Background: an optimization exercise with open tools, aiming at small area and few clock cycles per item. Do not read the settings as production practice.
At most, simulation tests tie the RTL to the original design; equivalence was not proved.
No activity file was given, so power comes from the tool's default toggle rates.

Setup of north:
==> flow/design.v (excerpt) <==
module sdram #(parameter FREQ = 50000000) (
  input  logic clk,
  input  logic reset,
  input  logic        read,
  input  logic        write,
  input  logic [1:0]  wr_strb,
  input  logic [25:0] addr,   
  output logic        cmd_ready,
  input  logic [15:0] data_write,
  output logic [15:0] data_read,
  output logic        data_read_val,
  output logic        sdram_cs,         
  output logic [1:0]  sdram_bank,       
  output logic [12:0] sdram_addr,       
  output logic        sdram_ras,        
  output logic        sdram_cas,        
  output logic        sdram_we,         
  input  logic [15:0] sdram_data_in,    
  output logic [15:0] sdram_data_out,   
  output logic        sdram_drive_data  
);
Size: roughly 0.0021 mm^2 of cells after synthesis.
==> module sdram, before the edit <==
module sdram #(parameter FREQ = 50000000) (
  input  logic clk,
  input  logic reset,
  input  logic        read,
  input  logic        write,
  input  logic [1:0]  wr_strb,
  input  logic [25:0] addr,   
  output logic        cmd_ready,
  input  logic [15:0] data_write,
  output logic [15:0] data_read,
  output logic        data_read_val,
  output logic        sdram_cs,         
  output logic [1:0]  sdram_bank,       
  output logic [12:0] sdram_addr,       
  output logic        sdram_ras,        
  output logic        sdram_cas,        
  output logic        sdram_we,         
  input  logic [15:0] sdram_data_in,    
  output logic [15:0] sdram_data_out,   
  output logic        sdram_drive_data  
);
  localparam [2:0] CMD_NOP     = 3'b111;
  localparam [2:0] CMD_ACTIVE  = 3'b011;
  localparam [2:0] CMD_READ    = 3'b101;
  localparam [2:0] CMD_WRITE   = 3'b100;
  localparam [2:0] CMD_PRECHG  = 3'b010;
  localparam [2:0] CMD_AUTOREF = 3'b001;
  localparam [2:0] CMD_MRS     = 3'b000;
  localparam [12:0] MODE = 13'h0223;
  logic        h_chip;
  logic [1:0]  h_bank;
  logic [12:0] h_row;
  logic [9:0]  h_col;
  assign {h_chip, h_bank, h_row, h_col} = addr;
  localparam [13:0] TMR0 = 14'd6818;    
  logic [13:0] tmr;
  logic        init_done;
  logic        ob_v;
  logic [2:0]  ob_bank;     
  logic [12:0] ob_row;
  logic [1:0]  a_cnt;
  logic [1:0]  rd_sh;       
  logic win, seq_cmd;
  assign win = (tmr[13:9] == 5'd0) & tmr[8] & tmr[7] & tmr[5] & tmr[4];
  assign seq_cmd = win & ~tmr[3] & (tmr[2] ^ tmr[1]);
  logic req, hit, do_rd, do_wr, do_pre, do_act, host_ok;
  assign req = read | write;
  assign host_ok = req & init_done & ~win;
  assign hit = ob_v & (ob_bank == {h_chip, h_bank}) & (ob_row == h_row);
  assign do_rd  = host_ok & hit & read & a_cnt[1];
  assign do_wr  = host_ok & hit & write & a_cnt[1] & (rd_sh == 2'b00);
  assign do_pre = host_ok & ~hit & ob_v & (a_cnt == 2'd3);
  assign do_act = host_ok & ~ob_v & ~((a_cnt == 2'd2) & (ob_bank == {h_chip, h_bank}));
  assign cmd_ready = do_rd | do_wr;
  logic [2:0] cmd;
  assign {sdram_ras, sdram_cas, sdram_we} = cmd;
  always_comb begin
    cmd = CMD_NOP;
    if (seq_cmd)
      cmd = ~tmr[2] ? CMD_PRECHG : init_done ? CMD_AUTOREF : CMD_MRS;
    else if (do_pre)
      cmd = CMD_PRECHG;
    else if (do_act)
      cmd = CMD_ACTIVE;
    else if (do_rd)
      cmd = CMD_READ;
    else if (do_wr)
      cmd = CMD_WRITE;
    if (win) begin
      sdram_cs = ~tmr[0];
      sdram_bank = 2'b00;
      sdram_addr = {2'b00, ~tmr[2], MODE[9:0]};    
    end else if (ob_v) begin
      {sdram_cs, sdram_bank} = ob_bank;
      sdram_addr = {wr_strb & {2{write}}, 1'b0, h_col};
    end else begin
      {sdram_cs, sdram_bank} = {h_chip, h_bank};
      sdram_addr = h_row;
    end
  end
  assign sdram_drive_data = do_wr;
  assign sdram_data_out = data_write;
  assign data_read = sdram_data_in;
  assign data_read_val = rd_sh[1];
  always_ff @(posedge clk) begin
    if (reset) begin
      tmr <= TMR0;
      init_done <= 1'b0;
      ob_v <= 1'b0;
      a_cnt <= 2'd3;
      rd_sh <= 2'b00;
    end else begin
      rd_sh <= {rd_sh[0], do_rd};
      if (win & tmr[3]) begin
        tmr <= '0;
        init_done <= 1'b1;
      end else
        tmr <= tmr + 14'd1;
      if (seq_cmd || do_pre)
        ob_v <= 1'b0;
      else if (do_act)
        ob_v <= 1'b1;
      if (do_act)
        a_cnt <= 2'd1;
      else if (do_pre)
        a_cnt <= 2'd2;
      else if (a_cnt != 2'd3)
        a_cnt <= a_cnt + 2'd1;
    end
    if (!ob_v) begin
      ob_bank <= {h_chip, h_bank};
      ob_row <= h_row;
    end
  end
endmodule
==> flow/config.mk <==
export PLATFORM = sky130hd
export DESIGN_NAME = sdram
export DESIGN_NICKNAME = sdram
export VERILOG_FILES = /design/flow/design.v
export SDC_FILE = /design/flow/constraint.sdc
export NUM_CORES = 4
export LEC_CHECK = 0
export CAP_MARGIN = 20
export CORE_MARGIN = 2
export CORE_UTILIZATION = 40
export SLEW_MARGIN = 20
==> flow/constraint.sdc <==
create_clock -name core_clock -period 20.0 [get_ports {clk}]
set_input_delay 4.0000 -clock core_clock [delete_from_list [all_inputs] [get_ports {clk}]]
set_output_delay 4.0000 -clock core_clock [all_outputs]
set_load 0.01 [all_outputs]
standard.sh (not shown) runs the stock make flow with config.mk's settings and CLKGATE_MAP_FILE= SYNTH_SCRIPT=/design/flow/synth_recipe.tcl, a recipe that flattens the netlist after the stock synthesis.
==> flow/flow/run.sh <==
#!/bin/bash
# Standard layout, with port buffers of the smallest buffer cell and a
# clock tree of small buffers without dummy loads.
export BUFFER_PORTS_ARGS="-buffer_cell sky130_fd_sc_hd__buf_1"
export CTS_ARGS="-sink_clustering_enable -repair_clock_nets -dont_use_dummy_load -root_buf sky130_fd_sc_hd__clkbuf_4 -buf_list sky130_fd_sc_hd__clkbuf_4 -sink_clustering_size 40 -sink_clustering_max_diameter 300"
bash standard.sh > standard.log 2>&1
Testbench counts of north, summed over its fixed seeds: cycles 41,391, items 24,000.
What south does differently from north at the input level:
--- a/flow/design.v
+++ b/flow/design.v
@@ -34,7 +34,6 @@
   assign {h_chip, h_bank, h_row, h_col} = addr;
   localparam [13:0] TMR0 = 14'd6818;    
   logic [13:0] tmr;
-  logic        init_done;
   logic        ob_v;
   logic [2:0]  ob_bank;     
   logic [12:0] ob_row;
@@ -45,19 +44,20 @@
   assign seq_cmd = win & ~tmr[3] & (tmr[2] ^ tmr[1]);
   logic req, hit, do_rd, do_wr, do_pre, do_act, host_ok;
   assign req = read | write;
-  assign host_ok = req & init_done & ~win;
+  assign host_ok = req & ~win;
   assign hit = ob_v & (ob_bank == {h_chip, h_bank}) & (ob_row == h_row);
   assign do_rd  = host_ok & hit & read & a_cnt[1];
   assign do_wr  = host_ok & hit & write & a_cnt[1] & (rd_sh == 2'b00);
   assign do_pre = host_ok & ~hit & ob_v & (a_cnt == 2'd3);
-  assign do_act = host_ok & ~ob_v & ~((a_cnt == 2'd2) & (ob_bank == {h_chip, h_bank}));
+  assign do_act = host_ok & ~ob_v & (a_cnt != 2'd0) &
+                  ~((a_cnt == 2'd2) & (ob_bank == {h_chip, h_bank}));
   assign cmd_ready = do_rd | do_wr;
   logic [2:0] cmd;
   assign {sdram_ras, sdram_cas, sdram_we} = cmd;
   always_comb begin
     cmd = CMD_NOP;
     if (seq_cmd)
-      cmd = ~tmr[2] ? CMD_PRECHG : init_done ? CMD_AUTOREF : CMD_MRS;
+      cmd = ~tmr[2] ? CMD_PRECHG : (a_cnt != 2'd0) ? CMD_AUTOREF : CMD_MRS;
     else if (do_pre)
       cmd = CMD_PRECHG;
     else if (do_act)
@@ -85,16 +85,14 @@
   always_ff @(posedge clk) begin
     if (reset) begin
       tmr <= TMR0;
-      init_done <= 1'b0;
       ob_v <= 1'b0;
-      a_cnt <= 2'd3;
+      a_cnt <= 2'd0;
       rd_sh <= 2'b00;
     end else begin
       rd_sh <= {rd_sh[0], do_rd};
-      if (win & tmr[3]) begin
+      if (win & tmr[3])
         tmr <= '0;
-        init_done <= 1'b1;
-      end else
+      else
         tmr <= tmr + 14'd1;
       if (seq_cmd || do_pre)
         ob_v <= 1'b0;
@@ -104,6 +102,8 @@
         a_cnt <= 2'd1;
       else if (do_pre)
         a_cnt <= 2'd2;
+      else if (a_cnt == 2'd0)
+        a_cnt <= {2{win & tmr[3]}};
       else if (a_cnt != 2'd3)
         a_cnt <= a_cnt + 2'd1;
     end
- Measured against each other, south and north differ in maximum resistive drop on vdd, the lower figure coming from south.
- Between south and north, the difference in clock-pin slew on the worst setup and hold paths is negligible.
- Per the comparison of south with north, sequential share of layout area shows a reduction of 1.3 points, total length of routed met2 wires rose 320 um.
- [south vs north] power: higher in south
- Summary of south over north: global-route met2 utilization moved up; area taken by flip-flops and latches lower.
- Sort south and north by average size of a mapped cell asc -> top: south
- NOTE: maximum fanout count along the critical path in south exceeds that of north
Function not checked in south: the RTL went through the layout flow alone.

[static timing again, ports no longer ideal]
In the flow no input, the clock included, has a driving cell. The finished layouts below were timed again as built, in two steps.
Step 1 (the two cells are an assumption about what drives the block):
set clk [get_ports {clk}]
set_driving_cell -lib_cell sky130_fd_sc_hd__clkbuf_16 $clk
set_driving_cell -lib_cell sky130_fd_sc_hd__buf_2 [delete_from_list [all_inputs] $clk]
Step 2 also shifts input and output timing later by t, the mid clock arrival at the registers, as if the neighbouring blocks saw the same clock.
Three values: ideal ports, drivers, drivers and shift; two values: the first two.
run | shift t [ns] | setup slack, ns | slew at the worst register clock pin (ns) | worst data-port slew with drivers (ns)
north | 0.357 | 10.329 / 10.307 / 10.307 | 0.11 / 0.11 | 0.07
south | 0.350 | 10.279 / 10.257 / 10.257 | 0.10 / 0.10 | 0.07
After both steps setup and hold are still met in every run listed.
